Context: an optimization exercise on an open-source flow, tuned for small area. The choices shown serve that exercise and are no tape-out recipe. Only simulation tests tie the RTL to the original design; equivalence was not proved. Power and IR drop assume default switching activity.

==> flow/design.v <==
`timescale 1ns / 1ps
module decoder(
    input clk,
    input rst,           
    input en,            
    input long_key,
    input short_key,
    input send,
    input back_space,
    input reset,
    input wr,            
    output reg [14:0] Y_led,
    output reg error_out_of_length,
    output error_character,
    output reg error_decode,
    output reg [3:0] cnt_character,
    output reg [5:0] code,
    output reg pend
);
reg [1:0] extra;
reg [2:0] k_long, k_short, k_back, k_send;
reg [3:0] k_reset;
wire full = error_out_of_length;
assign error_character = cnt_character[3];
wire run = en & ~rst;
wire h_long  = long_key & (&k_long);
wire h_short = short_key & (&k_short);
wire h_back  = back_space & (&k_back);
wire h_send  = send & (&k_send);
wire h_reset = k_reset[3] | (reset & (&k_reset[2:0]));
wire a_long  = run & h_long;
wire a_short = run & ~h_long & h_short;
wire a_back  = run & ~h_long & ~h_short & h_back;
wire a_send  = run & ~h_long & ~h_short & ~h_back & h_send;
wire a_reset = run & ~h_long & ~h_short & ~h_back & ~h_send & h_reset;
wire a_any   = run & (h_long | h_short | h_back | h_send | h_reset);
wire [15:0] z;
assign z[15] = 1'b1;
genvar g;
generate
    for (g = 0; g < 15; g = g + 1) begin : g_z
        assign z[g] = z[g + 1] & ~Y_led[g];
    end
endgenerate
wire [14:0] at;
assign at[0] = z[0];
assign at[1] = 1'b0;
generate
    for (g = 2; g < 15; g = g + 1) begin : g_at
        assign at[g] = Y_led[g - 2] & z[g - 1];
    end
endgenerate
wire [16:0] last;
assign last[13:0] = {14{~full}} & at[13:0];
assign last[14] = full ? (~Y_led[14] & ~Y_led[13]) : at[14];
assign last[15] = full & ~Y_led[14] & Y_led[13];
assign last[16] = full & Y_led[14];
wire empty = ~full & z[0];
localparam [63:0] CODE_OK = 64'hd101808b3fd7fffc;
wire code_ok = CODE_OK[code];
wire send_ok = ~cnt_character[3] & ~empty & (extra == 2'd0) & code_ok;
wire sent = a_send & send_ok;            
wire wipe = rst | a_reset | (a_send & ~send_ok);   
wire push_long  = a_long & ~full & ~at[14];
wire push_short = a_short & ~full;
wire push = push_long | push_short;
wire pop  = a_back & ~empty;
wire clear = rst | a_send | a_reset;     
reg [14:0] y_n;
integer i;
always @(*)
    for (i = 0; i < 15; i = i + 1)
        y_n[i] = (Y_led[i] & ~clear & ~(a_back & (last[i + 2] | last[i + 3])))
               | (push_long & (at[i] | (i > 0 ? at[i - 1] : 1'b0)))
               | (push_short & at[i]);
wire full_n = (a_long & (full | at[12] | at[13] | at[14]))
            | (a_short & (full | at[13] | at[14]))
            | (full & ~rst & ~a_any);
wire more = code[5] | (extra != 2'd0);   
reg [5:0] code_n;
reg [1:0] extra_n;
always @(*) begin
    code_n = code;
    extra_n = extra;
    if (wipe) begin
        code_n = 6'd1;
        extra_n = 2'd0;
    end else if (push) begin
        if (pend)
            code_n = {5'b00001, a_long};
        else if (more)
            extra_n = extra + 2'd1;
        else
            code_n = {code[4:0], a_long};
    end else if (pop) begin
        if (extra != 2'd0)
            extra_n = extra - 2'd1;
        else
            code_n = {1'b0, code[5:1]};
    end else if (wr)
        code_n = 6'd1;
end
wire k_clr  = rst | a_any;
wire kr_clr = rst | (a_any & ~a_long);
wire ke = en;
always @(posedge clk) begin
    Y_led <= y_n;
    error_out_of_length <= full_n;
    code <= code_n;
    extra <= extra_n;
    pend <= ~rst & ~a_reset & (sent | (pend & ~wr));
    cnt_character <= {4{~rst & ~a_reset}} & (cnt_character + {3'd0, sent});
    error_decode <= ~rst & (en ? (a_send & ~send_ok & ~cnt_character[3]) : error_decode);
    k_long  <= {3{~k_clr}} & (k_long + {2'd0, long_key & ke});
    k_short <= {3{~k_clr}} & (k_short + {2'd0, short_key & ke});
    k_back  <= {3{~k_clr}} & (k_back + {2'd0, back_space & ke});
    k_send  <= {3{~k_clr}} & (k_send + {2'd0, send & ke});
    k_reset <= {4{~kr_clr}} & (k_reset + {3'd0, reset & ke & ~k_reset[3]});
end
endmodule
`timescale 1ns / 1ps
module seg_tube(
    input switch,               
    input mode_selection,       
    input clk,
    input rst,                  
    output [7:0] DIG,           
    input [5:0] code,           
    input pend,
    input [3:0] cnt_characters,
    input [63:0] store,
    output wr,                  
    output [7:0] Y              
);
reg [2:0] scan_cnt;
reg [4:0] frame;
reg [9:0] mode_cnt;
reg [47:0] ring;
wire [3:0] last = cnt_characters - 4'd1;
assign wr = pend & (scan_cnt == last[2:0]);
wire [5:0] cur = wr ? code : ring[5:0];
always @(posedge clk)
    ring <= {cur, ring[47:6]};
wire frame_end = ~mode_cnt[0] & mode_cnt[1] & mode_cnt[3] & ~mode_cnt[4] &
                 mode_cnt[5] & mode_cnt[6] & ~mode_cnt[7] & ~mode_cnt[9];
always @(posedge clk)
if (rst) begin
    scan_cnt <= 3'd0;
    mode_cnt <= 10'd0;
    frame <= 5'd16;
end else begin
    scan_cnt <= scan_cnt + 3'd1;
    if (mode_selection) begin
        mode_cnt <= 10'd0;
        frame <= 5'd16;
    end else if (frame_end) begin
        mode_cnt <= 10'd0;
        frame <= (frame == 5'd7) ? 5'd16 : frame + 5'd1;
    end else
        mode_cnt <= {mode_cnt[8:0], ~(mode_cnt[9] ^ mode_cnt[6])};
end
wire [6:0] ch;
assign ch[0] = (cur[0] & cur[2] & ~cur[3] & ~cur[4]) | (~cur[0] & ~cur[2] & ~cur[4]) | (cur[0] & ~cur[1] & cur[2]) | (~cur[0] & cur[1] & cur[3]) | (~cur[0] & cur[1] & cur[4]) | (cur[4] & cur[5]) | (cur[1] & ~cur[2] & cur[5]) | (~cur[0] & ~cur[1] & ~cur[3] & ~cur[4]);
assign ch[1] = (cur[0] & cur[2] & ~cur[3]) | (~cur[0] & ~cur[1] & ~cur[2] & ~cur[3] & ~cur[5]) | (cur[1] & cur[2] & cur[4]) | (cur[3] & cur[5]) | (cur[0] & cur[5]) | (cur[2] & cur[3] & cur[4]) | (cur[0] & cur[1] & ~cur[2] & cur[3]) | (~cur[0] & ~cur[1] & cur[2] & ~cur[4]) | (cur[0] & ~cur[1] & ~cur[2] & ~cur[4]);
assign ch[2] = (cur[0] & cur[3]) | (~cur[2] & cur[5]) | (~cur[1] & ~cur[2] & cur[4]) | (cur[2] & ~cur[4] & ~cur[5]) | (cur[4] & cur[5]) | (cur[0] & cur[4]);
assign ch[3] = (~cur[0] & ~cur[1] & cur[2]) | (cur[1] & cur[3] & cur[4]) | (cur[0] & cur[1] & ~cur[2]) | (cur[0] & ~cur[3] & cur[4]) | (~cur[0] & ~cur[3] & cur[5]) | (~cur[0] & ~cur[1] & cur[3] & ~cur[5]) | (cur[1] & cur[2] & cur[3] & ~cur[5]) | (cur[2] & ~cur[3] & cur[5]) | (cur[1] & ~cur[2] & ~cur[3] & ~cur[4]) | (cur[0] & ~cur[2] & cur[3] & ~cur[4]);
assign ch[4] = (~cur[0] & cur[4] & ~cur[5]) | (cur[1] & ~cur[4] & ~cur[5]) | (cur[0] & ~cur[4] & ~cur[5]) | (~cur[2] & ~cur[3] & cur[4]) | (~cur[0] & ~cur[1] & cur[2] & cur[3]) | (cur[2] & ~cur[3] & cur[5]) | (cur[0] & cur[4] & cur[5]);
assign ch[5] = (cur[0] & ~cur[3] & ~cur[4] & ~cur[5]) | (~cur[0] & cur[1] & cur[3]) | (~cur[1] & cur[5]) | (cur[0] & cur[3] & cur[4]) | (~cur[0] & ~cur[3] & cur[4]) | (cur[1] & ~cur[2] & ~cur[5]) | (cur[0] & ~cur[1] & cur[3]) | (~cur[0] & ~cur[2] & cur[4]);
assign ch[6] = ~((cur[0] & cur[1] & cur[2] & ~cur[3] & ~cur[5]) | (~cur[2] & cur[3] & cur[5]) | (~cur[0] & cur[1] & cur[3] & ~cur[5]) | (cur[0] & cur[3] & cur[5]) | (~cur[0] & ~cur[1] & cur[2] & ~cur[3]) | (cur[0] & ~cur[3] & cur[4]) | (cur[0] & ~cur[1] & ~cur[2] & ~cur[4] & ~cur[5]));
wire [3:0] g_static, g_scroll;
assign g_static[0] = ~((~scan_cnt[0] & frame[1] & ~frame[2]) | (scan_cnt[1] & scan_cnt[2] & frame[3]) | (scan_cnt[0] & scan_cnt[1] & scan_cnt[2] & ~frame[1]) | (scan_cnt[0] & scan_cnt[2] & ~frame[2]) | (~scan_cnt[0] & ~scan_cnt[1] & scan_cnt[2] & ~frame[3]) | (scan_cnt[0] & ~scan_cnt[1] & ~scan_cnt[2] & ~frame[1]) | (scan_cnt[0] & ~scan_cnt[1] & frame[1] & frame[2]));
assign g_static[1] = (scan_cnt[2] & frame[3]) | (scan_cnt[0] & frame[1] & ~frame[2]) | (scan_cnt[1] & scan_cnt[2] & frame[1] & ~frame[2]) | (~scan_cnt[0] & scan_cnt[1] & ~frame[1] & frame[2]) | (~scan_cnt[0] & scan_cnt[1] & ~scan_cnt[2] & frame[2]) | (~scan_cnt[0] & scan_cnt[1] & ~scan_cnt[2] & ~frame[1]) | (scan_cnt[0] & scan_cnt[1] & ~frame[2] & ~frame[3]) | (~scan_cnt[0] & ~scan_cnt[1] & ~frame[1] & ~frame[2] & ~frame[3]);
assign g_static[2] = ~((scan_cnt[0] & scan_cnt[1] & ~scan_cnt[2] & ~frame[1] & ~frame[2] & ~frame[3]) | (scan_cnt[0] & ~scan_cnt[1] & scan_cnt[2] & ~frame[1]) | (scan_cnt[1] & scan_cnt[2] & frame[3]) | (~scan_cnt[0] & ~scan_cnt[1] & frame[1] & ~frame[2]) | (scan_cnt[0] & scan_cnt[2] & frame[1] & frame[2]));
assign g_static[3] = ~((~scan_cnt[1] & scan_cnt[2] & ~frame[1] & ~frame[2] & ~frame[3]) | (~scan_cnt[0] & ~scan_cnt[2] & frame[1]) | (~scan_cnt[2] & frame[3]) | (scan_cnt[0] & scan_cnt[1] & frame[3]) | (scan_cnt[1] & ~scan_cnt[2] & frame[1]) | (~scan_cnt[2] & frame[2]) | (scan_cnt[1] & ~frame[1] & frame[2]) | (~scan_cnt[0] & frame[2]) | (~scan_cnt[0] & ~scan_cnt[1] & frame[3]));
wire [4:0] k = frame + {2'b00, scan_cnt};
assign g_scroll[0] = ~((~k[0] & ~k[2]) | (k[1] & k[2]) | (k[3]) | (k[4]));
assign g_scroll[1] = (~k[0]) | (k[1]) | (k[2]) | (k[3]) | (k[4]);
assign g_scroll[2] = (k[3]) | (k[4]) | (k[0] & ~k[1]) | (~k[0] & ~k[2]) | (k[1] & k[2]);
assign g_scroll[3] = (~k[1] & ~k[2]) | (k[1] & k[2]) | (k[3]) | (k[4]);
wire still = frame[4] & (frame[3:1] < 3'd5);
wire [3:0] glyph = still ? g_static : g_scroll;
wire [6:0] wel;
assign wel[0] = (~glyph[0] & ~glyph[3]) | (~glyph[2] & glyph[3]) | (glyph[0] & glyph[1] & glyph[2]);
assign wel[1] = (~glyph[1] & glyph[2]) | (glyph[0] & glyph[2] & ~glyph[3]) | (~glyph[2] & glyph[3]);
assign wel[2] = (~glyph[0] & glyph[1] & ~glyph[2]) | (glyph[0] & glyph[2]) | (~glyph[1] & glyph[3]) | (~glyph[2] & glyph[3]);
assign wel[3] = ~((~glyph[0] & ~glyph[1] & ~glyph[2] & glyph[3]) | (glyph[0] & ~glyph[1] & glyph[2]) | (glyph[0] & glyph[1] & ~glyph[2] & glyph[3]) | (~glyph[0] & glyph[1] & glyph[2] & glyph[3]));
assign wel[4] = (glyph[1] & ~glyph[3]) | (~glyph[1] & glyph[2] & glyph[3]) | (~glyph[0] & ~glyph[3]);
assign wel[5] = (glyph[1] & ~glyph[3]) | (~glyph[1] & glyph[3]) | (~glyph[2] & ~glyph[3]) | (glyph[0] & glyph[2] & glyph[3]);
assign wel[6] = ~((glyph[0] & ~glyph[3]) | (glyph[0] & glyph[1] & ~glyph[2]) | (~glyph[0] & glyph[2] & glyph[3]) | (~glyph[0] & ~glyph[1] & ~glyph[2]));
wire [7:0] sel = 8'b1000_0000 >> scan_cnt;
wire [6:0] st_seg;
genvar i, j;
generate
    for (i = 0; i < 7; i = i + 1) begin : g_store
        wire [7:0] t;
        for (j = 0; j < 8; j = j + 1) begin : g_byte
            assign t[j] = sel[j] & store[8 * j + i];
        end
        assign st_seg[i] = |t;
    end
endgenerate
wire show = {1'b0, scan_cnt} < cnt_characters;
reg [6:0] seg;
always @(*)
    if (switch)
        seg = st_seg;
    else if (mode_selection)
        seg = show ? ~ch : 7'b111_1111;
    else
        seg = ~wel;
assign Y = {1'b1, seg};
genvar d;
generate
    for (d = 0; d < 8; d = d + 1) begin : g_dig
        assign DIG[d] = ~(switch ? sel[7 - d] : sel[d]);
    end
endgenerate
endmodule
`timescale 1ns / 1ps
module morse_top(
    input clk,                  
    input rst,                  
    input enable,               
    input EN,                   
    input [63:0] store,         
    input long_key,             
    input short_key,            
    input send_decoder,         
    input back_space_decoder,   
    input reset,                
    output [14:0] Y_led,
    output error_out_of_length,
    output error_character,
    output error_decode,
    output [7:0] seg_bit_selection,
    output [7:0] seg_selection
);
wire [3:0] cnt_character;
wire [5:0] code;
wire pend, wr;
decoder u_decoder(
    .clk(clk),
    .rst(rst),
    .en(enable),
    .long_key(long_key),
    .short_key(short_key),
    .send(send_decoder),
    .back_space(back_space_decoder),
    .reset(reset),
    .wr(wr),
    .Y_led(Y_led),
    .error_out_of_length(error_out_of_length),
    .error_character(error_character),
    .error_decode(error_decode),
    .cnt_character(cnt_character),
    .code(code),
    .pend(pend)
);
seg_tube u_seg_tube(
    .switch(EN),
    .mode_selection(enable),
    .clk(clk),
    .rst(rst),
    .DIG(seg_bit_selection),
    .code(code),
    .pend(pend),
    .cnt_characters(cnt_character),
    .store(store),
    .wr(wr),
    .Y(seg_selection)
);
endmodule
==> flow/flow/run.sh <==
#!/bin/bash
# Layout flow: the standard flow (standard.sh), with three changes.
#  1. After the standard synthesis, its logic (everything but the flip-flops,
#     which keep their cells and names) is optimised again by ABC and mapped
#     onto the same library.  Four ABC runs (flow/abc_N.script: the same
#     script with different random seeds for &deepsyn) go in parallel, and the
#     netlist with the smallest cell area goes on through the rest of the
#     standard flow.
#  2. Every port still gets its own buffer, a buf_1 instead of clkdlybuf4s50_1.
#  3. CTS builds the tree from small clock buffers, without dummy loads.
# Each tool's full output goes to a log here: make_synth.log, resynth_N.log,
# make_finish.log (ORFS also keeps each step's log under orfs/logs/).
set -euo pipefail
cat >> config.mk <<'EOC'
export BUFFER_PORTS_ARGS = -buffer_cell sky130_fd_sc_hd__buf_1
export CTS_ARGS = -sink_clustering_enable -repair_clock_nets -dont_use_dummy_load -sink_clustering_size 12 -sink_clustering_max_diameter 60 -buf_list {sky130_fd_sc_hd__clkbuf_4 sky130_fd_sc_hd__clkbuf_8 sky130_fd_sc_hd__clkbuf_16}
EOC
bash standard.sh synth > make_synth.log 2>&1

RES=orfs/results/${FLOW_PLATFORM}/morse_top/base
LIB=${FLOW_HOME}/platforms/${FLOW_PLATFORM}/lib/sky130_fd_sc_hd__tt_025C_1v80.lib
YOSYS=yosys
if [[ -x ${FLOW_HOME}/../tools/install/yosys/bin/yosys ]]; then
  YOSYS=${FLOW_HOME}/../tools/install/yosys/bin/yosys
fi
DONT_USE=""
for c in $(sed -n 's/^export DONT_USE_CELLS += *//p; /^ *sky130_fd_sc_hd__/p' ${FLOW_HOME}/platforms/${FLOW_PLATFORM}/config.mk | tr -d '\\'); do
  DONT_USE="$DONT_USE -dont_use $c"
done
cp ${RES}/1_2_yosys.v standard_1_2_yosys.v

resynth() {
  ${YOSYS} -l resynth_$1.log -p "
read_liberty -ignore_miss_func ${LIB}
blackbox sky130_fd_sc_hd__dfxtp_1
read_verilog standard_1_2_yosys.v
hierarchy -top ${FLOW_TOP}
flatten
opt -purge
techmap
opt -fast -purge
abc -script flow/abc_$1.script -liberty ${LIB} ${DONT_USE}
setundef -zero
splitnets
opt_clean -purge
hilomap -singleton -hicell sky130_fd_sc_hd__conb_1 HI -locell sky130_fd_sc_hd__conb_1 LO
insbuf -buf sky130_fd_sc_hd__buf_4 A X
write_verilog -noattr -nohex -nodec resynth_$1.v
tee -o resynth_stat_$1.txt stat -liberty ${LIB}
" > /dev/null
}
for n in 0 1 2 3; do resynth $n & done
wait
best=""
best_area=""
for n in 0 1 2 3; do
  a=$(sed -n 's/.*Chip area for module.*: *//p' resynth_stat_$n.txt | head -1)
  echo "resynth $n: $a" >> resynth_choice.txt
  if [[ -n "$a" ]] && { [[ -z "$best" ]] || awk -v a="$a" -v b="$best_area" 'BEGIN{exit !(a < b)}'; }; then
    best=$n
    best_area=$a
  fi
done
echo "chosen: $best ($best_area)" >> resynth_choice.txt
cp resynth_${best}.v ${RES}/1_2_yosys.v
rm -f ${RES}/1_synth.odb ${RES}/1_synth.sdc
bash standard.sh finish > make_finish.log 2>&1
==> flow/flow/abc_0.script <==
strash
&get -n
&deepsyn -T 150 -S 0
&put
&get -n
&dch -f
&nf -R 1000
&put
topo
dnsize -c
==> flow/flow/abc_1.script <==
strash
&get -n
&deepsyn -T 150 -S 1
&put
&get -n
&dch -f
&nf -R 1000
&put
topo
dnsize -c
==> flow/flow/abc_2.script <==
strash
&get -n
&deepsyn -T 150 -S 2
&put
&get -n
&dch -f
&nf -R 1000
&put
topo
dnsize -c
==> flow/flow/abc_3.script <==
strash
&get -n
&deepsyn -T 150 -S 3
&put
&get -n
&dch -f
&nf -R 1000
&put
topo
dnsize -c
==> flow/standard.sh <==
#!/bin/bash
# synth_recipe.tcl (not shown) runs the flow's synth.tcl, then flattens the netlist and writes it again
# the make line also repeats each setting of config.mk as NAME=value (left out here)
make -C /OpenROAD-flow-scripts/flow DESIGN_CONFIG=/design/flow/config.mk WORK_HOME=/design/flow/orfs CLKGATE_MAP_FILE= SYNTH_SCRIPT=/design/flow/synth_recipe.tcl "${@:-finish}"
==> flow/config.mk <==
export PLATFORM = sky130hd
export DESIGN_NAME = morse_top
export DESIGN_NICKNAME = morse_top
export VERILOG_FILES = /design/flow/design.v
export SDC_FILE = /design/flow/constraint.sdc
export NUM_CORES = 4
export LEC_CHECK = 0
export ABC_AREA = 1
export CAP_MARGIN = 20
export CORE_MARGIN = 2
export CORE_UTILIZATION = 55
export SLEW_MARGIN = 20
export BUFFER_PORTS_ARGS = -buffer_cell sky130_fd_sc_hd__buf_1
export CTS_ARGS = -sink_clustering_enable -repair_clock_nets -dont_use_dummy_load -sink_clustering_size 12 -sink_clustering_max_diameter 60 -buf_list {sky130_fd_sc_hd__clkbuf_4 sky130_fd_sc_hd__clkbuf_8 sky130_fd_sc_hd__clkbuf_16}
==> flow/constraint.sdc <==
create_clock -name core_clock -period 20.0 [get_ports {clk}]
set_input_delay 4.0000 -clock core_clock [delete_from_list [all_inputs] [get_ports {clk}]]
set_output_delay 4.0000 -clock core_clock [all_outputs]
set_load 0.01 [all_outputs]
==> out/results.tsv, run 1 <==
stage	metric	value	unit
placement	weighted congestion at the end of routability-driven global placement	0.897	
min_path	path type of the worst min-delay path	reg -> reg	
grt	number of antenna violations at the first check in global routing	0	
clocking	Clk Latency, worst-skew pair	370	ps
sta	Final Hold Vio Count	0	
drt	# DRC	0	
synth	netlist area before placement	4920	µm²
placement	HPWL after DPL	8380	µm
setup_path	arrival time worst endpoint	5860	ps
layout	area of all placed cells without fillers	5460	µm²
sta	final slew viol count	0	
floorplanning	Die Footprint	9720	µm²
drt	ratio of routed vias to standard cells	5.99	
layout	total of fill cells in the finished design	774	
setup_path	CP endpoint kind	output port	
sta	RSZ-0062 raised after global routing	no	
floorplanning	width of the chip	98.6	µm
setup_path	buffering stage count on the worst path with inverters included	3	
layout	fraction of final layout cells sized beyond drive strength 1	0.0221	
placement	standard cell area after detailed placement	5330	µm²
power_and_ir_drop	worst IR drop on VDD	0.0345	mV
sta	number of endpoints failing setup at the final stage	0	
clocking	largest buffer count on any clock path	2	
clocking	clock transition at the register clock pins on the worst setup and hold paths after CTS	90	ps
clocking	TritonCTS clock tree	built	
clocking	depth of the CTS H-tree	3	
job	maximum capacitance violations	0	
clocking	number of clock sinks	112	
setup_path	Worst Setup Start Kind	input port	
floorplanning	Die Height	98.6	µm
power_and_ir_drop	post-route total power	0.370	mW
layout	final-stage net count	754	
drt	Routed Wire Length	11500	µm
setup_path	required time of the critical path	16000	ps
sta	timing-limited maximum frequency	101	MHz
sta	setup skew after layout	51.0	ps
grt	vias in the first global route	4408	
clocking	cell at the root of the clock tree	clkbuf_8	
setup_path	peak per-stage delay on the critical path	570	ps
floorplanning	row count	34	
setup_path	Setup CP Type	in -> out	
setup_path	library cell contributing the largest single delay on the critical path	nor2_1	
synth	Synth warnings	3	
floorplanning	effective utilization at floorplan	0.567	
grt	GRT overflow	0	
floorplanning	boundary pin count	107	
clocking	Resize count post-CTS	0	
drt	final antenna-violating net count	0	
drt	number of violations reported at the end of detailed-routing iteration 0	326	
grt	Overall Global Routing Usage	0.235	
setup_path	Top Family by Delay on Critical Path	simple AND/OR/NAND/NOR gates	
power_and_ir_drop	total power per unit cell area	67.8	nW/µm²
synth	average footprint of a synthesized cell	8.41	µm²
clocking	hold buffer count at CTS	0	
layout	ant diodes	0	
synth	Post-Syn Nets	658	
setup_path	largest fanout on the critical path	9	
grt	global-route wire length before repair	19400	µm
sta	min cycle time layout	9860	ps
power_and_ir_drop	Leak Pwr	1.93	nW
floorplanning	Placeable Area	8680	µm²
synth	gate count after technology mapping	585	
drt	DR pass1 iterations	5	
sta	final worst-path cycle share	0.493	
sta	Tightest Pin Transition	946	ps
sta	headroom to the max-slew limit	0.364	
clocking	Post-CTS Setup Repair Bufs	0	
clocking	CTS Buf Count	9	
setup_path	CP cell instances	buf_1 > clkinv_1 > nor2_1 > nand3_1 > a21oi_1 > a21oi_1 > a31oi_1 > nor4_1 > buf_1	
layout	layout-stage area growth over the synthesis result	10.9	%
drt	total number of vias	4713	
status	result of the run	finished clean	
drt	final routed wire length divided by cell count	14.7	µm
sta	final sum of negative setup slack	0	ps
grt	pin count of the biggest net entering global routing	26	
placement	total of buffers placed on input and output ports	97	
==> report_power, final <==
group / switching [mW] / total [mW] / internal [mW] / leakage [nW]
Clock: 0.0633 / 0.104 / 0.0406 / 0.0647
Sequential: 0.00240 / 0.227 / 0.225 / 0.904
Combinational: 0.0239 / 0.0391 / 0.0153 / 0.957
==> per-layer routing <==
metal,global-route usage,vias up,part of all wire
met5,0,-,0
met4,0.0811,0,0.013
met3,0.0383,19,0.057
met2,0.394,191,0.47
met1,0.311,2150,0.46
li1,-,2353,-
==> per-stage QoR <==
stage / setup WS [ps] / std cells / util / hold slack [ps]
final: 10140 / 787 / 0.629 / 297
after global routing: 9880 / 787 / 0.629 / 303
after CTS: 10100 / 787 / 0.628 / 303
after detailed placement: 10100 / 778 / 0.614 / 312
after global placement: 10170 / 778 / 0.614 / 311
after floorplan: 10990 / 585 / - / 310
==> worst register-to-register path, stage by stage, from the launching register on <==
cell and delay [ps]:
dfxtp_1 360, or3b_1 390, nor3_1 420, nor2_1 220, nor2_1 310, a21oi_1 70
nor3_1 370, a31oi_1 80, nor3_1 750, nor3_1 120, a221o_1 280
==> layout make-up <==
class                           count  area [µm²]  area share
Clock buffer                        9         124      0.0227
Timing Repair Buffer              101         394      0.0722
Multi-Input combinational cell    437        2490       0.456
Tap cell                          108         135      0.0248
Sequential cell                   112        2240       0.411
Inverter                           20        75.1      0.0138
==> registers in the layout, summed over array words and instances, names as in the netlist, 2 cells and up <==
register and flops:
u_decoder.cnt_character 4, u_decoder.code 6, u_decoder.k_reset 4, u_decoder.k_long 3
u_decoder.k_send 3, u_seg_tube.frame 5, u_decoder.extra 2, u_decoder.k_back 3
u_decoder.k_short 3, u_seg_tube.scan_cnt 3, u_decoder.Y_led 15, u_seg_tube.ring 48
u_seg_tube.mode_cnt 10
==> cells in the final DEF, fill, tap and decap left out, types with 5 or more instances in the layout <==
cell / n
nor2b_1: 5
buf_1: 97
o211ai_1: 8
xnor2_1: 11
a21oi_1: 54
mux2i_1: 6
clkinv_1: 20
and3_1: 7
dfxtp_1: 112
a22oi_1: 12
and2_0: 17
o31ai_1: 6
nor4_1: 8
nor2_1: 71
nor3_1: 28
o21ai_0: 33
nand3_1: 20
nand4_1: 5
a222oi_1: 7
a31oi_1: 13
a2111oi_0: 7
clkbuf_8: 9
nand2_1: 57
==> path summary, 6_finish.rpt <==
check	from	end	slack, ps	depth (start not counted)
min	u_seg_tube.ring[41]$_DFF_P_	u_seg_tube.ring[35]$_DFF_P_	300	0
max reg2reg	u_decoder.error_out_of_length$_DFF_P_	u_decoder.code[1]$_SDFFE_PP0P_	16530	10
max	EN	seg_selection[0]	10140	9
min reg2reg	u_seg_tube.ring[41]$_DFF_P_	u_seg_tube.ring[35]$_DFF_P_	300	0
==> run 2: changes to the inputs <==
==> flow/flow/run.sh (replaced) <==
#!/bin/bash
# Layout flow: the standard flow (standard.sh), with three changes.
#  1. Synthesis: the standard synthesis runs first.  Then its logic is made
#     again four ways, each keeping the standard synthesis's flip-flops (same
#     names, same cells):
#       std_deep0  the standard netlist's logic re-optimised by ABC
#                  (flow/abc_deep0.script),
#       rtl_deep0, rtl_deep2, rtl_nf
#                  design.v synthesised by Yosys as the standard synthesis
#                  does (synth -flatten -nofsm -noshare, registers renamed
#                  after their wires), its logic mapped by ABC with
#                  flow/abc_deep0.script, abc_deep2.script or abc_nf.script.
#     A candidate whose flip-flop names differ from the standard netlist's is
#     dropped; of the rest, the netlist with the smallest cell area goes on
#     through the rest of the standard flow (resynth_choice.txt says which).
#  2. Every port still gets its own buffer, a buf_1 instead of clkdlybuf4s50_1.
#  3. CTS builds the tree from small clock buffers, without dummy loads.
# Each tool's full output goes to a log here: make_synth.log, <candidate>.log,
# make_finish.log (ORFS also keeps each step's log under orfs/logs/).
set -euo pipefail
cat >> config.mk <<'EOC'
export BUFFER_PORTS_ARGS = -buffer_cell sky130_fd_sc_hd__buf_1
export CTS_ARGS = -sink_clustering_enable -repair_clock_nets -dont_use_dummy_load -sink_clustering_size 12 -sink_clustering_max_diameter 60 -buf_list {sky130_fd_sc_hd__clkbuf_4 sky130_fd_sc_hd__clkbuf_8 sky130_fd_sc_hd__clkbuf_16}
EOC
bash standard.sh synth > make_synth.log 2>&1

RES=orfs/results/${FLOW_PLATFORM}/morse_top/base
LIB=${FLOW_HOME}/platforms/${FLOW_PLATFORM}/lib/sky130_fd_sc_hd__tt_025C_1v80.lib
YOSYS=yosys
if [[ -x ${FLOW_HOME}/../tools/install/yosys/bin/yosys ]]; then
  YOSYS=${FLOW_HOME}/../tools/install/yosys/bin/yosys
fi
DONT_USE=""
for c in $(sed -n 's/^export DONT_USE_CELLS += *//p; /^ *sky130_fd_sc_hd__/p' ${FLOW_HOME}/platforms/${FLOW_PLATFORM}/config.mk | tr -d '\\'); do
  DONT_USE="$DONT_USE -dont_use $c"
done
cp ${RES}/1_2_yosys.v standard_1_2_yosys.v
FINISH="setundef -zero
splitnets
opt_clean -purge
hilomap -singleton -hicell sky130_fd_sc_hd__conb_1 HI -locell sky130_fd_sc_hd__conb_1 LO
insbuf -buf sky130_fd_sc_hd__buf_4 A X
rename -hide w:*\$func\$*
write_verilog -noattr -nohex -nodec"

# $1 candidate name, $2 ABC script
from_standard() {
  ${YOSYS} -l $1.log -p "
read_liberty -ignore_miss_func ${LIB}
blackbox sky130_fd_sc_hd__dfxtp_1
read_verilog standard_1_2_yosys.v
hierarchy -top ${FLOW_TOP}
flatten
opt -purge
techmap
opt -fast -purge
abc -script $2 -liberty ${LIB} ${DONT_USE}
${FINISH} $1.v
tee -o $1_stat.txt stat -liberty ${LIB}
" > /dev/null || true
}
from_rtl() {
  ${YOSYS} -l $1.log -p "
read_verilog -sv ${FLOW_DESIGN}
hierarchy -top ${FLOW_TOP}
synth -top ${FLOW_TOP} -flatten -nofsm -noshare
rename -wire
opt_clean -purge
dfflibmap -liberty ${LIB} ${DONT_USE}
abc -script $2 -liberty ${LIB} ${DONT_USE}
${FINISH} $1.v
tee -o $1_stat.txt stat -liberty ${LIB}
" > /dev/null || true
}
from_standard std_deep0 flow/abc_deep0.script &
from_rtl rtl_deep0 flow/abc_deep0.script &
from_rtl rtl_deep2 flow/abc_deep2.script &
from_rtl rtl_nf flow/abc_nf.script &
wait

flops() { grep -E '^ *sky130_fd_sc_hd__df' "$1" | awk '{print $1, $2}' | sort; }
flops standard_1_2_yosys.v > flops_standard.txt
best=""
best_area=""
for c in std_deep0 rtl_deep0 rtl_deep2 rtl_nf; do
  a=""
  if [[ -f $c.v && -f ${c}_stat.txt ]]; then
    a=$(sed -n 's/.*Chip area for module.*: *//p' ${c}_stat.txt | head -1)
    flops $c.v > flops_$c.txt
    if ! cmp -s flops_standard.txt flops_$c.txt; then
      echo "$c: flip-flops differ from the standard synthesis, dropped" >> resynth_choice.txt
      continue
    fi
  fi
  echo "$c: ${a:-failed}" >> resynth_choice.txt
  if [[ -n "$a" ]] && { [[ -z "$best" ]] || awk -v a="$a" -v b="$best_area" 'BEGIN{exit !(a < b)}'; }; then
    best=$c
    best_area=$a
  fi
done
if [[ -n "$best" ]]; then
  echo "chosen: $best ($best_area)" >> resynth_choice.txt
  cp $best.v ${RES}/1_2_yosys.v
  rm -f ${RES}/1_synth.odb ${RES}/1_synth.sdc
else
  echo "chosen: standard synthesis" >> resynth_choice.txt
fi
bash standard.sh finish > make_finish.log 2>&1
==> flow/flow/abc_deep0.script (new file) <==
strash
&get -n
&deepsyn -T 150
&put
&get -n
&dch -f
&nf -R 1000
&put
topo
dnsize -c
==> flow/flow/abc_deep2.script (new file) <==
strash
&get -n
&deepsyn -T 150 -S 2
&put
&get -n
&dch -f
&nf -R 1000
&put
topo
dnsize -c
==> flow/flow/abc_nf.script (new file) <==
strash
dc2
balance
 rewrite
 refactor
 balance
 rewrite
 rewrite -z
 balance
 refactor -z
 rewrite -z
 balance
&get -n
&dch -f
&nf -R 1000
&put
topo
dnsize -c
removed: flow/flow/abc_0.script
removed: flow/flow/abc_1.script
removed: flow/flow/abc_2.script
removed: flow/flow/abc_3.script
==> run 2 against run 1 <==
- still clean
- non-clock buffer count up 2
- flip-flop and latch count is the same
- clock power is essentially flat
- area after synthesis down 1.3%
- critical path depth up 2
- worst setup slack better by 190 ps
- hold slack improved by 9.1 ps
- cell count grew 2.9%
- count of clock-buffer cells in the layout unchanged
- die area shrank 1.3%
- design area grew 1.1%
- critical endpoint is now seg_selection[3]
- largest power group unchanged
==> out/results.tsv, run 2 <==
stage	metric	value	unit
status	result of the run	finished clean	
layout	non-filler cells, final	810	
placement	total of buffers placed on input and output ports	97	
sta	Final Hold Vio Count	0	
layout	register bank with the most flops	u_seg_tube.ring	
drt	final antenna-violating net count	0	
placement	placed instance count	801	
layout	commonest non-fill, non-tap cell in the layout	dfxtp_1	
clocking	Resize count post-CTS	0	
synth	Post-Syn Nets	664	
power_and_ir_drop	Leak Pwr	1.98	nW
drt	# DRC	0	
sta	timing-limited maximum frequency	103	MHz
floorplanning	row count	34	
sta	final worst-path cycle share	0.483	
setup_path	arrival time worst endpoint	5670	ps
job	maximum capacitance violations	0	
synth	netlist area before placement	4850	µm²
drt	ratio of routed vias to standard cells	5.95	
clocking	hold buffer count at CTS	0	
grt	pin count of the biggest net entering global routing	25	
grt	global-route wire length before repair	19800	µm
grt	number of antenna violations at the first check in global routing	0	
grt	Overall Global Routing Usage	0.243	
drt	number of violations reported at the end of detailed-routing iteration 0	377	
placement	HPWL after DPL	8380	µm
clocking	largest buffer count on any clock path	2	
layout	flip-flop count of the largest register after layout	48	
clocking	depth of the CTS H-tree	3	
drt	DR pass1 iterations	7	
setup_path	required time of the critical path	16000	ps
grt	vias in the first global route	4412	
synth	gate count after technology mapping	591	
layout	ant diodes	0	
floorplanning	boundary pin count	107	
layout	final-stage net count	777	
drt	final routed wire length divided by cell count	14.2	µm
sta	Tightest Pin Transition	946	ps
clocking	TritonCTS clock tree	built	
clocking	Post-CTS Setup Repair Bufs	0	
setup_path	Setup CP Type	in -> out	
setup_path	Worst Setup Start Kind	input port	
clocking	Clk Latency, worst-skew pair	370	ps
placement	weighted congestion at the end of routability-driven global placement	0.885	
floorplanning	Die Footprint	9590	µm²
setup_path	largest fanout on the critical path	18	
layout	layout-stage area growth over the synthesis result	13.6	%
clocking	cell at the root of the clock tree	clkbuf_8	
sta	RSZ-0062 raised after global routing	no	
power_and_ir_drop	post-route total power	0.374	mW
layout	fraction of final layout cells sized beyond drive strength 1	0.0214	
setup_path	CP endpoint kind	output port	
drt	Routed Wire Length	11500	µm
power_and_ir_drop	total power per unit cell area	67.9	nW/µm²
floorplanning	effective utilization at floorplan	0.562	
sta	final sum of negative setup slack	0	ps
grt	GRT overflow	0	
sta	min cycle time layout	9670	ps
layout	highest-count cells in the layout ignoring fill and taps	112 x dfxtp_1, 97 x buf_1, 80 x nor2_1	
min_path	path type of the worst min-delay path	reg -> reg	
clocking	CTS Buf Count	9	
power_and_ir_drop	worst IR drop on VDD	0.0377	mV
floorplanning	Die Height	98.0	µm
floorplanning	Placeable Area	8640	µm²
clocking	number of clock sinks	112	
layout	largest registers	u_seg_tube.ring: 48 flops, u_decoder.Y_led: 15 flops, u_seg_tube.mode_cnt: 10 flops	
synth	average footprint of a synthesized cell	8.21	µm²
synth	Synth warnings	3	
clocking	clock transition at the register clock pins on the worst setup and hold paths after CTS	120	ps
drt	total number of vias	4818	
sta	headroom to the max-slew limit	0.367	
sta	number of endpoints failing setup at the final stage	0	
sta	setup skew after layout	50.7	ps
floorplanning	width of the chip	98.0	µm
sta	final slew viol count	0	
==> run 2: worst paths after layout <==
kind                                from  slack (ps)  cells past startpoint                             end
min reg2reg  u_seg_tube.ring[11]$_DFF_P_         310                      0      u_seg_tube.ring[5]$_DFF_P_
min          u_seg_tube.ring[11]$_DFF_P_         310                      0      u_seg_tube.ring[5]$_DFF_P_
max reg2reg  u_decoder.k_long[0]$_DFF_P_       15930                     10  u_decoder.code[2]$_SDFFE_PP0P_
max                               enable       10330                     11                seg_selection[3]
==> run 2: cell type report <==
cell class	count	area, µm²
Fill cell	792	3120
Multi-Input combinational cell	458	2530
Sequential cell	112	2240
Timing Repair Buffer	103	409
Tap cell	108	135
Clock buffer	9	124
Inverter	20	75.1
==> run 2: power by group <==
part / switching, mW / internal [mW]
registers: 0.00322 / 0.225
logic: 0.0256 / 0.0161
clock network: 0.0636 / 0.0407
total: 0.0925 / 0.282
==> run 2: stage by stage <==
stage | utilization | setup slack [ps] | area (µm²) | hold WS, ps
final | 0.639 | 10330 | 5520 | 307
after global routing | 0.639 | 10050 | 5520 | 309
after CTS | 0.639 | 10310 | 5520 | 307
after detailed placement | 0.624 | 10340 | 5390 | 312
after global placement | 0.624 | 10360 | 5390 | 311
after floorplan | - | 10830 | 4850 | 310
==> run 2: critical path: stages <==
cell      delay [ps]
buf_1             70
buf_4            180
nor2_1           220
o21ai_0          190
nor2_1           160
o21ai_0          130
nand2_1           80
o21ai_0          130
nand2b_1         180
o21ai_0          140
buf_1            180
==> run 2: layer usage <==
layer	routed length (µm)	track usage	vias to the layer above
met2	5430	0.408	163
met5	0	0	-
met3	645	0.0444	10
li1	-	-	2396
met1	5370	0.329	2249
met4	85	0.0534	0
==> run 3: changes to the inputs <==
--- a/flow/design.v
+++ b/flow/design.v
@@ -50,11 +50,6 @@
         assign at[g] = Y_led[g - 2] & z[g - 1];
     end
 endgenerate
-wire [16:0] last;
-assign last[13:0] = {14{~full}} & at[13:0];
-assign last[14] = full ? (~Y_led[14] & ~Y_led[13]) : at[14];
-assign last[15] = full & ~Y_led[14] & Y_led[13];
-assign last[16] = full & Y_led[14];
 wire empty = ~full & z[0];
 localparam [63:0] CODE_OK = 64'hd101808b3fd7fffc;
 wire code_ok = CODE_OK[code];
@@ -70,11 +65,11 @@
 integer i;
 always @(*)
     for (i = 0; i < 15; i = i + 1)
-        y_n[i] = (Y_led[i] & ~clear & ~(a_back & (last[i + 2] | last[i + 3])))
+        y_n[i] = (Y_led[i] & ~clear & ~(a_back & z[i < 14 ? i + 2 : 15]))
                | (push_long & (at[i] | (i > 0 ? at[i - 1] : 1'b0)))
                | (push_short & at[i]);
-wire full_n = (a_long & (full | at[12] | at[13] | at[14]))
-            | (a_short & (full | at[13] | at[14]))
+wire full_n = (a_long & (full | ~z[10]))
+            | (a_short & (full | ~z[11]))
             | (full & ~rst & ~a_any);
 wire more = code[5] | (extra != 2'd0);   
 reg [5:0] code_n;
@@ -168,25 +163,25 @@
 assign ch[5] = (cur[0] & ~cur[3] & ~cur[4] & ~cur[5]) | (~cur[0] & cur[1] & cur[3]) | (~cur[1] & cur[5]) | (cur[0] & cur[3] & cur[4]) | (~cur[0] & ~cur[3] & cur[4]) | (cur[1] & ~cur[2] & ~cur[5]) | (cur[0] & ~cur[1] & cur[3]) | (~cur[0] & ~cur[2] & cur[4]);
 assign ch[6] = ~((cur[0] & cur[1] & cur[2] & ~cur[3] & ~cur[5]) | (~cur[2] & cur[3] & cur[5]) | (~cur[0] & cur[1] & cur[3] & ~cur[5]) | (cur[0] & cur[3] & cur[5]) | (~cur[0] & ~cur[1] & cur[2] & ~cur[3]) | (cur[0] & ~cur[3] & cur[4]) | (cur[0] & ~cur[1] & ~cur[2] & ~cur[4] & ~cur[5]));
 wire [3:0] g_static, g_scroll;
-assign g_static[0] = ~((~scan_cnt[0] & frame[1] & ~frame[2]) | (scan_cnt[1] & scan_cnt[2] & frame[3]) | (scan_cnt[0] & scan_cnt[1] & scan_cnt[2] & ~frame[1]) | (scan_cnt[0] & scan_cnt[2] & ~frame[2]) | (~scan_cnt[0] & ~scan_cnt[1] & scan_cnt[2] & ~frame[3]) | (scan_cnt[0] & ~scan_cnt[1] & ~scan_cnt[2] & ~frame[1]) | (scan_cnt[0] & ~scan_cnt[1] & frame[1] & frame[2]));
-assign g_static[1] = (scan_cnt[2] & frame[3]) | (scan_cnt[0] & frame[1] & ~frame[2]) | (scan_cnt[1] & scan_cnt[2] & frame[1] & ~frame[2]) | (~scan_cnt[0] & scan_cnt[1] & ~frame[1] & frame[2]) | (~scan_cnt[0] & scan_cnt[1] & ~scan_cnt[2] & frame[2]) | (~scan_cnt[0] & scan_cnt[1] & ~scan_cnt[2] & ~frame[1]) | (scan_cnt[0] & scan_cnt[1] & ~frame[2] & ~frame[3]) | (~scan_cnt[0] & ~scan_cnt[1] & ~frame[1] & ~frame[2] & ~frame[3]);
-assign g_static[2] = ~((scan_cnt[0] & scan_cnt[1] & ~scan_cnt[2] & ~frame[1] & ~frame[2] & ~frame[3]) | (scan_cnt[0] & ~scan_cnt[1] & scan_cnt[2] & ~frame[1]) | (scan_cnt[1] & scan_cnt[2] & frame[3]) | (~scan_cnt[0] & ~scan_cnt[1] & frame[1] & ~frame[2]) | (scan_cnt[0] & scan_cnt[2] & frame[1] & frame[2]));
-assign g_static[3] = ~((~scan_cnt[1] & scan_cnt[2] & ~frame[1] & ~frame[2] & ~frame[3]) | (~scan_cnt[0] & ~scan_cnt[2] & frame[1]) | (~scan_cnt[2] & frame[3]) | (scan_cnt[0] & scan_cnt[1] & frame[3]) | (scan_cnt[1] & ~scan_cnt[2] & frame[1]) | (~scan_cnt[2] & frame[2]) | (scan_cnt[1] & ~frame[1] & frame[2]) | (~scan_cnt[0] & frame[2]) | (~scan_cnt[0] & ~scan_cnt[1] & frame[3]));
+assign g_static[0] = (~scan_cnt[0] & ~scan_cnt[2] & ~frame[1] & ~frame[2] & ~frame[3]) | (~scan_cnt[0] & scan_cnt[1] & ~frame[1]) | (scan_cnt[0] & ~scan_cnt[1] & frame[3]) | (~scan_cnt[0] & ~scan_cnt[1] & scan_cnt[2] & frame[1]) | (scan_cnt[0] & ~scan_cnt[1] & frame[2]) | (~scan_cnt[0] & scan_cnt[1] & ~scan_cnt[2]) | (scan_cnt[0] & scan_cnt[2] & frame[2]) | (scan_cnt[0] & ~scan_cnt[2] & frame[1] & ~frame[2]) | (~scan_cnt[0] & scan_cnt[2] & frame[3]) | (scan_cnt[2] & ~frame[1] & frame[2]);
+assign g_static[1] = (~scan_cnt[0] & scan_cnt[2] & ~frame[1]) | (scan_cnt[0] & scan_cnt[2] & frame[1] & ~frame[2]) | (~scan_cnt[2] & frame[2]) | (~scan_cnt[2] & frame[3]) | (~scan_cnt[1] & frame[3]) | (~scan_cnt[0] & frame[2]) | (scan_cnt[1] & frame[1] & ~frame[2]) | (scan_cnt[1] & scan_cnt[2] & ~frame[1] & ~frame[3]);
+assign g_static[2] = ~((~scan_cnt[2] & ~frame[1] & ~frame[2] & ~frame[3]) | (scan_cnt[0] & ~scan_cnt[1] & ~scan_cnt[2]) | (~scan_cnt[0] & ~frame[1] & ~frame[2] & ~frame[3]) | (~scan_cnt[0] & ~scan_cnt[1] & scan_cnt[2] & frame[2]) | (scan_cnt[0] & scan_cnt[1] & scan_cnt[2] & ~frame[1] & frame[2]) | (~scan_cnt[0] & scan_cnt[1] & ~scan_cnt[2] & frame[1] & ~frame[2]));
+assign g_static[3] = (~scan_cnt[0] & ~scan_cnt[2] & ~frame[2] & ~frame[3]) | (~scan_cnt[1] & ~frame[1] & ~frame[3]) | (~scan_cnt[1] & ~scan_cnt[2]) | (scan_cnt[0] & ~scan_cnt[2] & frame[3]) | (~scan_cnt[0] & scan_cnt[1] & scan_cnt[2] & frame[3]) | (scan_cnt[0] & scan_cnt[1] & frame[2]) | (~scan_cnt[0] & scan_cnt[2] & frame[1] & frame[2]) | (scan_cnt[0] & ~scan_cnt[1] & frame[3]);
 wire [4:0] k = frame + {2'b00, scan_cnt};
-assign g_scroll[0] = ~((~k[0] & ~k[2]) | (k[1] & k[2]) | (k[3]) | (k[4]));
-assign g_scroll[1] = (~k[0]) | (k[1]) | (k[2]) | (k[3]) | (k[4]);
-assign g_scroll[2] = (k[3]) | (k[4]) | (k[0] & ~k[1]) | (~k[0] & ~k[2]) | (k[1] & k[2]);
-assign g_scroll[3] = (~k[1] & ~k[2]) | (k[1] & k[2]) | (k[3]) | (k[4]);
+assign g_scroll[0] = (k[0] & ~k[1] & ~k[3] & ~k[4]);
+assign g_scroll[1] = 1'b1;
+assign g_scroll[2] = (~k[0] & ~k[1] & ~k[2]) | (k[0] & k[2]) | (k[1] & k[2]) | (k[3]) | (k[4]);
+assign g_scroll[3] = (~k[0] & k[1] & ~k[2] & ~k[3] & ~k[4]);
 wire still = frame[4] & (frame[3:1] < 3'd5);
 wire [3:0] glyph = still ? g_static : g_scroll;
 wire [6:0] wel;
-assign wel[0] = (~glyph[0] & ~glyph[3]) | (~glyph[2] & glyph[3]) | (glyph[0] & glyph[1] & glyph[2]);
-assign wel[1] = (~glyph[1] & glyph[2]) | (glyph[0] & glyph[2] & ~glyph[3]) | (~glyph[2] & glyph[3]);
-assign wel[2] = (~glyph[0] & glyph[1] & ~glyph[2]) | (glyph[0] & glyph[2]) | (~glyph[1] & glyph[3]) | (~glyph[2] & glyph[3]);
-assign wel[3] = ~((~glyph[0] & ~glyph[1] & ~glyph[2] & glyph[3]) | (glyph[0] & ~glyph[1] & glyph[2]) | (glyph[0] & glyph[1] & ~glyph[2] & glyph[3]) | (~glyph[0] & glyph[1] & glyph[2] & glyph[3]));
-assign wel[4] = (glyph[1] & ~glyph[3]) | (~glyph[1] & glyph[2] & glyph[3]) | (~glyph[0] & ~glyph[3]);
-assign wel[5] = (glyph[1] & ~glyph[3]) | (~glyph[1] & glyph[3]) | (~glyph[2] & ~glyph[3]) | (glyph[0] & glyph[2] & glyph[3]);
-assign wel[6] = ~((glyph[0] & ~glyph[3]) | (glyph[0] & glyph[1] & ~glyph[2]) | (~glyph[0] & glyph[2] & glyph[3]) | (~glyph[0] & ~glyph[1] & ~glyph[2]));
+assign wel[0] = ~((~glyph[0] & ~glyph[1] & ~glyph[2] & glyph[3]) | (~glyph[0] & glyph[1] & glyph[2]) | (glyph[1] & ~glyph[2] & ~glyph[3]));
+assign wel[1] = (~glyph[0] & ~glyph[1] & ~glyph[2]) | (glyph[0] & glyph[1]) | (glyph[0] & glyph[2]) | (glyph[1] & glyph[2] & glyph[3]);
+assign wel[2] = ~((~glyph[0] & glyph[1] & ~glyph[3]) | (glyph[1] & ~glyph[2] & glyph[3]) | (~glyph[0] & ~glyph[1] & glyph[2] & glyph[3]));
+assign wel[3] = ~((~glyph[1] & ~glyph[2] & ~glyph[3]) | (glyph[0] & ~glyph[2] & ~glyph[3]) | (glyph[0] & ~glyph[1] & ~glyph[3]) | (~glyph[0] & glyph[1] & glyph[2]));
+assign wel[4] = (glyph[1] & ~glyph[2]) | (~glyph[0] & ~glyph[1] & glyph[2]) | (glyph[0] & glyph[1] & ~glyph[3]) | (~glyph[0] & ~glyph[1] & glyph[3]);
+assign wel[5] = (~glyph[1] & glyph[2]) | (glyph[0] & ~glyph[3]) | (~glyph[1] & glyph[3]) | (~glyph[0] & glyph[1] & ~glyph[2]);
+assign wel[6] = (glyph[0] & ~glyph[2]) | (glyph[1] & ~glyph[2] & glyph[3]) | (~glyph[0] & ~glyph[1] & glyph[2] & ~glyph[3]) | (glyph[0] & glyph[3]);
 wire [7:0] sel = 8'b1000_0000 >> scan_cnt;
 wire [6:0] st_seg;
 genvar i, j;
--- a/flow/flow/run.sh
+++ b/flow/flow/run.sh
@@ -11,7 +11,8 @@
 #                  after their wires), its logic mapped by ABC with
 #                  flow/abc_deep0.script, abc_deep2.script or abc_nf.script.
 #     A candidate whose flip-flop names differ from the standard netlist's is
-#     dropped; of the rest, the netlist with the smallest cell area goes on
+#     dropped; of the rest, the netlist with the smallest cell area (not
+#     counting plain buffers, which the layout flow removes) goes on
 #     through the rest of the standard flow (resynth_choice.txt says which).
 #  2. Every port still gets its own buffer, a buf_1 instead of clkdlybuf4s50_1.
 #  3. CTS builds the tree from small clock buffers, without dummy loads.
@@ -85,7 +86,8 @@
 for c in std_deep0 rtl_deep0 rtl_deep2 rtl_nf; do
   a=""
   if [[ -f $c.v && -f ${c}_stat.txt ]]; then
-    a=$(sed -n 's/.*Chip area for module.*: *//p' ${c}_stat.txt | head -1)
+    # cell area less plain buffers, which the layout flow removes again
+    a=$(awk '/Chip area for module/ {t = $NF} /sky130_fd_sc_hd__buf_[0-9]+$/ {b += $2} END {if (t != "") printf "%.4f", t - b}' ${c}_stat.txt)
     flops $c.v > flops_$c.txt
     if ! cmp -s flops_standard.txt flops_$c.txt; then
       echo "$c: flip-flops differ from the standard synthesis, dropped" >> resynth_choice.txt
--- a/flow/config.mk
+++ b/flow/config.mk
@@ -8,7 +8,7 @@
 export ABC_AREA = 1
 export CAP_MARGIN = 20
 export CORE_MARGIN = 2
-export CORE_UTILIZATION = 55
+export CORE_UTILIZATION = 70
 export SLEW_MARGIN = 20
 export BUFFER_PORTS_ARGS = -buffer_cell sky130_fd_sc_hd__buf_1
 export CTS_ARGS = -sink_clustering_enable -repair_clock_nets -dont_use_dummy_load -sink_clustering_size 12 -sink_clustering_max_diameter 60 -buf_list {sky130_fd_sc_hd__clkbuf_4 sky130_fd_sc_hd__clkbuf_8 sky130_fd_sc_hd__clkbuf_16}
==> run 3 against run 2 <==
- cell count shrank 3.7%
- utilization is 16 points higher
- hold slack got worse by 0.57 ps
- largest cell class unchanged
- highest routed layer unchanged
==> out/results.tsv, run 3 <==
stage	metric	value	unit
clocking	largest buffer count on any clock path	2	
sta	min cycle time layout	9610	ps
power_and_ir_drop	Power Internal	0.283	mW
layout	commonest non-fill, non-tap cell in the layout	dfxtp_1	
layout	non-filler cells, final	780	
layout	largest registers	u_seg_tube.ring: 48 flops, u_decoder.Y_led: 15 flops, u_seg_tube.mode_cnt: 10 flops	
floorplanning	width of the chip	87.8	µm
clocking	cell at the root of the clock tree	clkbuf_8	
clocking	Post-CTS Setup Repair Bufs	0	
power_and_ir_drop	Leak Pwr	1.98	nW
power_and_ir_drop	Combinational Power Share	0.121	
clocking	CTS Buf Count	9	
drt	ratio of routed vias to standard cells	6.30	
layout	fraction of final layout cells sized beyond drive strength 1	0.0161	
drt	final antenna-violating net count	0	
sta	final worst-path cycle share	0.481	
drt	# DRC	0	
clocking	Clk Latency, worst-skew pair	380	ps
status	result of the run	finished clean	
sta	Final Hold Vio Count	0	
setup_path	library cell contributing the largest single delay on the critical path	buf_1	
setup_path	buffering stage count on the worst path with inverters included	2	
drt	final routed wire length divided by cell count	15.5	µm
power_and_ir_drop	post-route total power	0.379	mW
layout	ant diodes	0	
setup_path	most frequent CP cell	a21oi_1	
grt	busiest grt layer	met2	
job	maximum capacitance violations	0	
sta	setup skew after layout	47.4	ps
clocking	TritonCTS clock tree	built	
sta	RSZ-0062 raised after global routing	no	
layout	register bank with the most flops	u_seg_tube.ring	
placement	worst slack at placement	10420	ps
layout	highest-count cells in the layout ignoring fill and taps	112 x dfxtp_1, 97 x buf_1, 70 x nand2_1	
placement	HPWL after DPL	8840	µm
floorplanning	Die Height	87.8	µm
clocking	Resize count post-CTS	0	
clocking	hold buffer count at CTS	0	
layout	flip-flop count of the largest register after layout	48	
setup_path	largest fanout on the critical path	9	
grt	GR Util met1	0.376	
drt	Routed Wire Length	12100	µm
grt	Overall Global Routing Usage	0.314	
grt	number of antenna violations at the first check in global routing	0	
clocking	clock transition at the register clock pins on the worst setup and hold paths after CTS	120	ps
setup_path	CP endpoint kind	output port	
grt	vias in the first global route	4462	
grt	Global Route met3 Usage	0.0631	
layout	layout-stage area growth over the synthesis result	10.2	%
clocking	number of clock sinks	112	
sta	final sum of negative setup slack	0	ps
power_and_ir_drop	proportion of power drawn by the clock network	0.277	
placement	weighted congestion at the end of routability-driven global placement	0.896	
sta	number of endpoints failing setup at the final stage	0	
layout	final-stage net count	759	
placement	standard cell area after detailed placement	5300	µm²
floorplanning	effective utilization at floorplan	0.724	
placement	placed instance count	771	
power_and_ir_drop	register share of total power	0.602	
synth	average footprint of a synthesized cell	8.30	µm²
setup_path	Worst Setup Start Kind	input port	
synth	Synth warnings	2	
sta	timing-limited maximum frequency	104	MHz
setup_path	required time of the critical path	16000	ps
grt	global-route wire length before repair	19500	µm
drt	DR pass1 iterations	6	
setup_path	peak per-stage delay on the critical path	330	ps
power_and_ir_drop	switching fraction of total power	0.254	
floorplanning	Die Footprint	7710	µm²
grt	GRT overflow	0	
drt	total number of vias	4913	
floorplanning	Placeable Area	6790	µm²
floorplanning	row count	30	
sta	headroom to the max-slew limit	0.296	
setup_path	CP cell instances	buf_1 > nand2_1 > a21oi_1 > nand2_1 > a21oi_1 > a21oi_1 > o21ai_0 > a21oi_1 > o41ai_1 > a21oi_1 > buf_1	
sta	Tightest Pin Transition	1050	ps
power_and_ir_drop	worst IR drop on VDD	0.0575	mV
setup_path	Register-to-Register Setup Slack	16270	ps
synth	gate count after technology mapping	592	
setup_path	arrival time worst endpoint	5610	ps
power_and_ir_drop	total power per unit cell area	70.0	nW/µm²
layout	area of all placed cells without fillers	5420	µm²
grt	pin count of the biggest net entering global routing	24	
placement	total of buffers placed on input and output ports	97	
synth	netlist area before placement	4920	µm²
sta	fin worst setup slack	10390	ps
sta	final slew viol count	0	
setup_path	Top Family by Delay on Critical Path	compound AO/OA/AOI/OAI gates	
drt	number of violations reported at the end of detailed-routing iteration 0	348	
layout	core utilization of the finished layout	0.798	
floorplanning	boundary pin count	107	
power_and_ir_drop	Psw	0.0963	mW
sta	hold_ws	306	ps
setup_path	Setup CP Type	in -> out	
clocking	depth of the CTS H-tree	3	
min_path	path type of the worst min-delay path	reg -> reg	
grt	met2 capacity usage during global routing	0.561	
synth	Post-Syn Nets	665	
run 3: per-layer routing:
metal  wire (µm)  share of wire
met5           0              0
met4         274          0.023
met1        4890           0.40
met3         887          0.073
met2        6050           0.50
run 3: power groups by stage:
stage	Combinational (mW)	Clock (mW)	Sequential, mW
4_1_cts	0.0451	0.106	0.228
6_report	0.0459	0.105	0.228
2_1_floorplan	0.0294	0	0.232
3_3_place_gp	0.0439	0	0.233
3_5_place_dp	0.0448	0	0.233
5_1_grt	0.0511	0.115	0.229
run 3: final timing paths:
kind	startpoint	end	depth (start not counted)
max	EN	seg_selection[4]	11
min reg2reg	u_seg_tube.ring[37]$_DFF_P_	u_seg_tube.ring[31]$_DFF_P_	0
max reg2reg	u_seg_tube.scan_cnt[1]$_SDFF_PP0_	u_seg_tube.ring[45]$_DFF_P_	7
min	u_seg_tube.ring[37]$_DFF_P_	u_seg_tube.ring[31]$_DFF_P_	0
run 3: cell type report:
| class | instances | area (µm²) |
|---|---|---|
| clock buffer | 9 | 124 |
| fill | 478 | 1380 |
| inverter | 17 | 63.8 |
| multi-input combinational | 447 | 2490 |
| sequential | 112 | 2240 |
| tap | 96 | 120 |
| timing repair buffer | 99 | 379 |
run 3: worst register-to-register path, stage by stage, from the launching register on:
cell,delay (ps)
dfxtp_1,840
clkinv_1,340
o21ai_0,260
nor2_1,80
mux2_1,350
nand2_1,330
mux2i_1,880
clkinv_1,420
==> run 4: changes to the inputs <==
--- a/flow/config.mk
+++ b/flow/config.mk
@@ -8,7 +8,7 @@
 export ABC_AREA = 1
 export CAP_MARGIN = 20
 export CORE_MARGIN = 2
-export CORE_UTILIZATION = 70
+export CORE_UTILIZATION = 55
 export SLEW_MARGIN = 20
 export BUFFER_PORTS_ARGS = -buffer_cell sky130_fd_sc_hd__buf_1
 export CTS_ARGS = -sink_clustering_enable -repair_clock_nets -dont_use_dummy_load -sink_clustering_size 12 -sink_clustering_max_diameter 60 -buf_list {sky130_fd_sc_hd__clkbuf_4 sky130_fd_sc_hd__clkbuf_8 sky130_fd_sc_hd__clkbuf_16}
==> run 4 against run 3 <==
- still clean
- clock power about the same
- combinational power hardly changed
- routed wire length is 7.1% lower
- sequential share of layout area decreased by 0.13 points
- utilization down 17 points
- clock skew about the same
- register-to-register slack improved by 90 ps
==> out/results.tsv, run 4 <==
stage	metric	value	unit
sta	number of endpoints failing setup at the final stage	0	
synth	average footprint of a synthesized cell	8.30	µm²
layout	highest-count cells in the layout ignoring fill and taps	112 x dfxtp_1, 97 x buf_1, 70 x nand2_1	
clocking	cell at the root of the clock tree	clkbuf_8	
drt	# DRC	0	
sta	Tightest Pin Transition	972	ps
clocking	Clk Latency, worst-skew pair	370	ps
sta	Final Hold Vio Count	0	
layout	commonest non-fill, non-tap cell in the layout	dfxtp_1	
setup_path	largest fanout on the critical path	9	
min_path	path type of the worst min-delay path	reg -> reg	
sta	setup skew after layout	47.0	ps
drt	ratio of routed vias to standard cells	5.93	
sta	RSZ-0062 raised after global routing	no	
sta	hold_ws	273	ps
layout	flip-flop count of the largest register after layout	48	
floorplanning	Die Footprint	9710	µm²
power_and_ir_drop	post-route total power	0.379	mW
synth	Synth warnings	2	
drt	DR pass1 iterations	5	
floorplanning	boundary pin count	107	
clocking	CTS Buf Count	9	
drt	final routed wire length divided by cell count	14.2	µm
synth	gate count after technology mapping	592	
layout	non-filler cells, final	792	
placement	placed instance count	783	
clocking	clock transition at the register clock pins on the worst setup and hold paths after CTS	120	ps
grt	Overall Global Routing Usage	0.229	
setup_path	Register-to-Register Setup Slack	16360	ps
clocking	depth of the CTS H-tree	3	
floorplanning	Placeable Area	8680	µm²
sta	final worst-path cycle share	0.481	
layout	register bank with the most flops	u_seg_tube.ring	
grt	global-route wire length before repair	18900	µm
placement	HPWL after DPL	8270	µm
drt	total number of vias	4700	
layout	total of fill cells in the finished design	809	
clocking	TritonCTS clock tree	built	
setup_path	most frequent CP cell	buf_1	
sta	final sum of negative setup slack	0	ps
sta	timing-limited maximum frequency	104	MHz
setup_path	library cell contributing the largest single delay on the critical path	buf_1	
setup_path	Setup CP Type	in -> out	
clocking	Post-CTS Setup Repair Bufs	0	
layout	largest registers	u_seg_tube.ring: 48 flops, u_decoder.Y_led: 15 flops, u_seg_tube.mode_cnt: 10 flops	
setup_path	peak per-stage delay on the critical path	360	ps
placement	weighted congestion at the end of routability-driven global placement	0.885	
drt	number of violations reported at the end of detailed-routing iteration 0	305	
grt	vias in the first global route	4236	
layout	ant diodes	0	
setup_path	first element of the critical path	EN	
drt	final antenna-violating net count	0	
clocking	largest buffer count on any clock path	2	
setup_path	worst r2r src	u_decoder.k_long[0]$_DFF_P_	
grt	pin count of the biggest net entering global routing	25	
synth	netlist area before placement	4920	µm²
clocking	number of clock sinks	112	
floorplanning	row count	34	
synth	Post-Syn Nets	665	
min_path	number of instances on the worst hold path	0	
floorplanning	Die Height	98.5	µm
setup_path	capture instance of the worst register-to-register path	u_decoder.code[0]$_SDFFE_PP1P_	
job	maximum capacitance violations	0	
grt	GRT overflow	0	
floorplanning	width of the chip	98.5	µm
placement	standard cell area after detailed placement	5310	µm²
layout	layout-stage area growth over the synthesis result	10.6	%
sta	headroom to the max-slew limit	0.350	
sta	min cycle time layout	9620	ps
sta	final slew viol count	0	
min_path	hold wc startpoint	u_seg_tube.ring[24]$_DFF_P_	
layout	fraction of final layout cells sized beyond drive strength 1	0.0175	
drt	Routed Wire Length	11200	µm
layout	final-stage net count	759	
setup_path	required time of the critical path	16000	ps
setup_path	Worst Setup Start Kind	input port	
status	result of the run	finished clean	
placement	total of buffers placed on input and output ports	97	
power_and_ir_drop	worst IR drop on VDD	0.0446	mV
min_path	hold worst-path end	u_seg_tube.ring[18]$_DFF_P_	
setup_path	CP endpoint kind	output port	
clocking	hold buffer count at CTS	0	
setup_path	CP cell instances	buf_1 > nand2_1 > a221o_1 > a221oi_1 > a21oi_1 > a31oi_1 > nor4_1 > buf_1	
grt	number of antenna violations at the first check in global routing	0	
setup_path	arrival time worst endpoint	5620	ps
clocking	Resize count post-CTS	0	
power_and_ir_drop	Leak Pwr	1.98	nW
layout	area of all placed cells without fillers	5440	µm²
floorplanning	effective utilization at floorplan	0.566	
power_and_ir_drop	total power per unit cell area	69.7	nW/µm²
setup_path	R2R cell count	13	
==> run 4: changes by cell type in the layout (fill, tap and decap cells not counted) <==
cell    before  now
nor2_1      61   60
nor2_2       0    1
==> run 4: critical path, delay by kind of cell <==
family          cells  cell delay (ps)
compound gates      4              790
buf+inv             2              500
simple gates        2              330
==> run 4: per-layer routing <==
| metal | global-route usage | share of wire | wire length [µm] |
|---|---|---|---|
| met1 | 0.309 | 0.46 | 5180 |
| met2 | 0.388 | 0.47 | 5300 |
| met3 | 0.0461 | 0.060 | 676 |
| met4 | 0.0400 | 0.0089 | 100 |
| met5 | 0 | 0 | 0 |
==> run 4: power breakdown <==
part | switching (mW) | total, mW | internal (mW) | leakage (nW)
Sequential | 0.00348 | 0.228 | 0.225 | 0.904
Combinational | 0.0281 | 0.0457 | 0.0176 | 1.01
Clock | 0.0645 | 0.105 | 0.0407 | 0.0647
==> run 4: final cells by class <==
class | count | area [µm²] | area share
well taps | 108 | 135 | 0.0249
clock buffers | 9 | 124 | 0.0228
inverters | 17 | 63.8 | 0.0117
repair buffers | 99 | 379 | 0.0697
flip-flops and latches | 112 | 2240 | 0.412
multi-input cells | 447 | 2490 | 0.458
==> run 4: through the flow <==
stage	setup slack, ps	util
6_report	10380	0.626
5_1_grt	10190	0.626
4_1_cts	10410	0.626
3_5_place_dp	10410	0.612
3_3_place_gp	10430	0.612
2_1_floorplan	10970	-
==> run 4: worst max path at each step <==
stage	endpoint	slack, ps	cells after the start
6_report	seg_selection[3]	10380	8
5_1_grt	seg_selection[4]	10190	11
4_1_cts	seg_selection[2]	10410	10
3_5_place_dp	seg_selection[2]	10410	10
3_3_place_gp	seg_selection[2]	10430	10
2_1_floorplan	seg_selection[2]	10970	8

[separate check: timing with driven ports]
No port has a modelled driver above. Below, the same layouts with a new extraction and two added sets of constraints. Step 1, drivers: a clkbuf_16 drives clk and a buf_2 each remaining input, both assumed. Step 2 times the ports against the registers' clock, not the clock port: input delays grow and output delays shrink by t, the midpoint of the rising clock arrivals with the driver on. Slacks: no drivers / after step 1 / after step 2; pairs: no drivers / after step 1.
| run | t (ns) | setup slack, ns | hold slack, ns | clock arrival spread, ns | worst register clock-pin slew, ns |
|---|---|---|---|---|---|
| run 1 | 0.376 | 10.145 / 10.119 / 10.119 | 0.297 / 0.297 / 0.297 | 0.052 / 0.053 | 0.12 / 0.12 |
| run 2 | 0.373 | 10.332 / 10.313 / 10.313 | 0.307 / 0.307 / 0.307 | 0.052 / 0.052 | 0.12 / 0.12 |
| run 3 | 0.384 | 10.387 / 10.355 / 10.355 | 0.306 / 0.306 / 0.306 | 0.048 / 0.049 | 0.12 / 0.12 |
| run 4 | 0.382 | 10.381 / 10.354 / 10.354 | 0.273 / 0.273 / 0.273 | 0.047 / 0.047 | 0.12 / 0.12 |
After both steps every run listed still meets setup and hold. The setup slack of run 3, which loses most, moves by -0.032 ns with the drivers and by -0.032 ns with both steps.
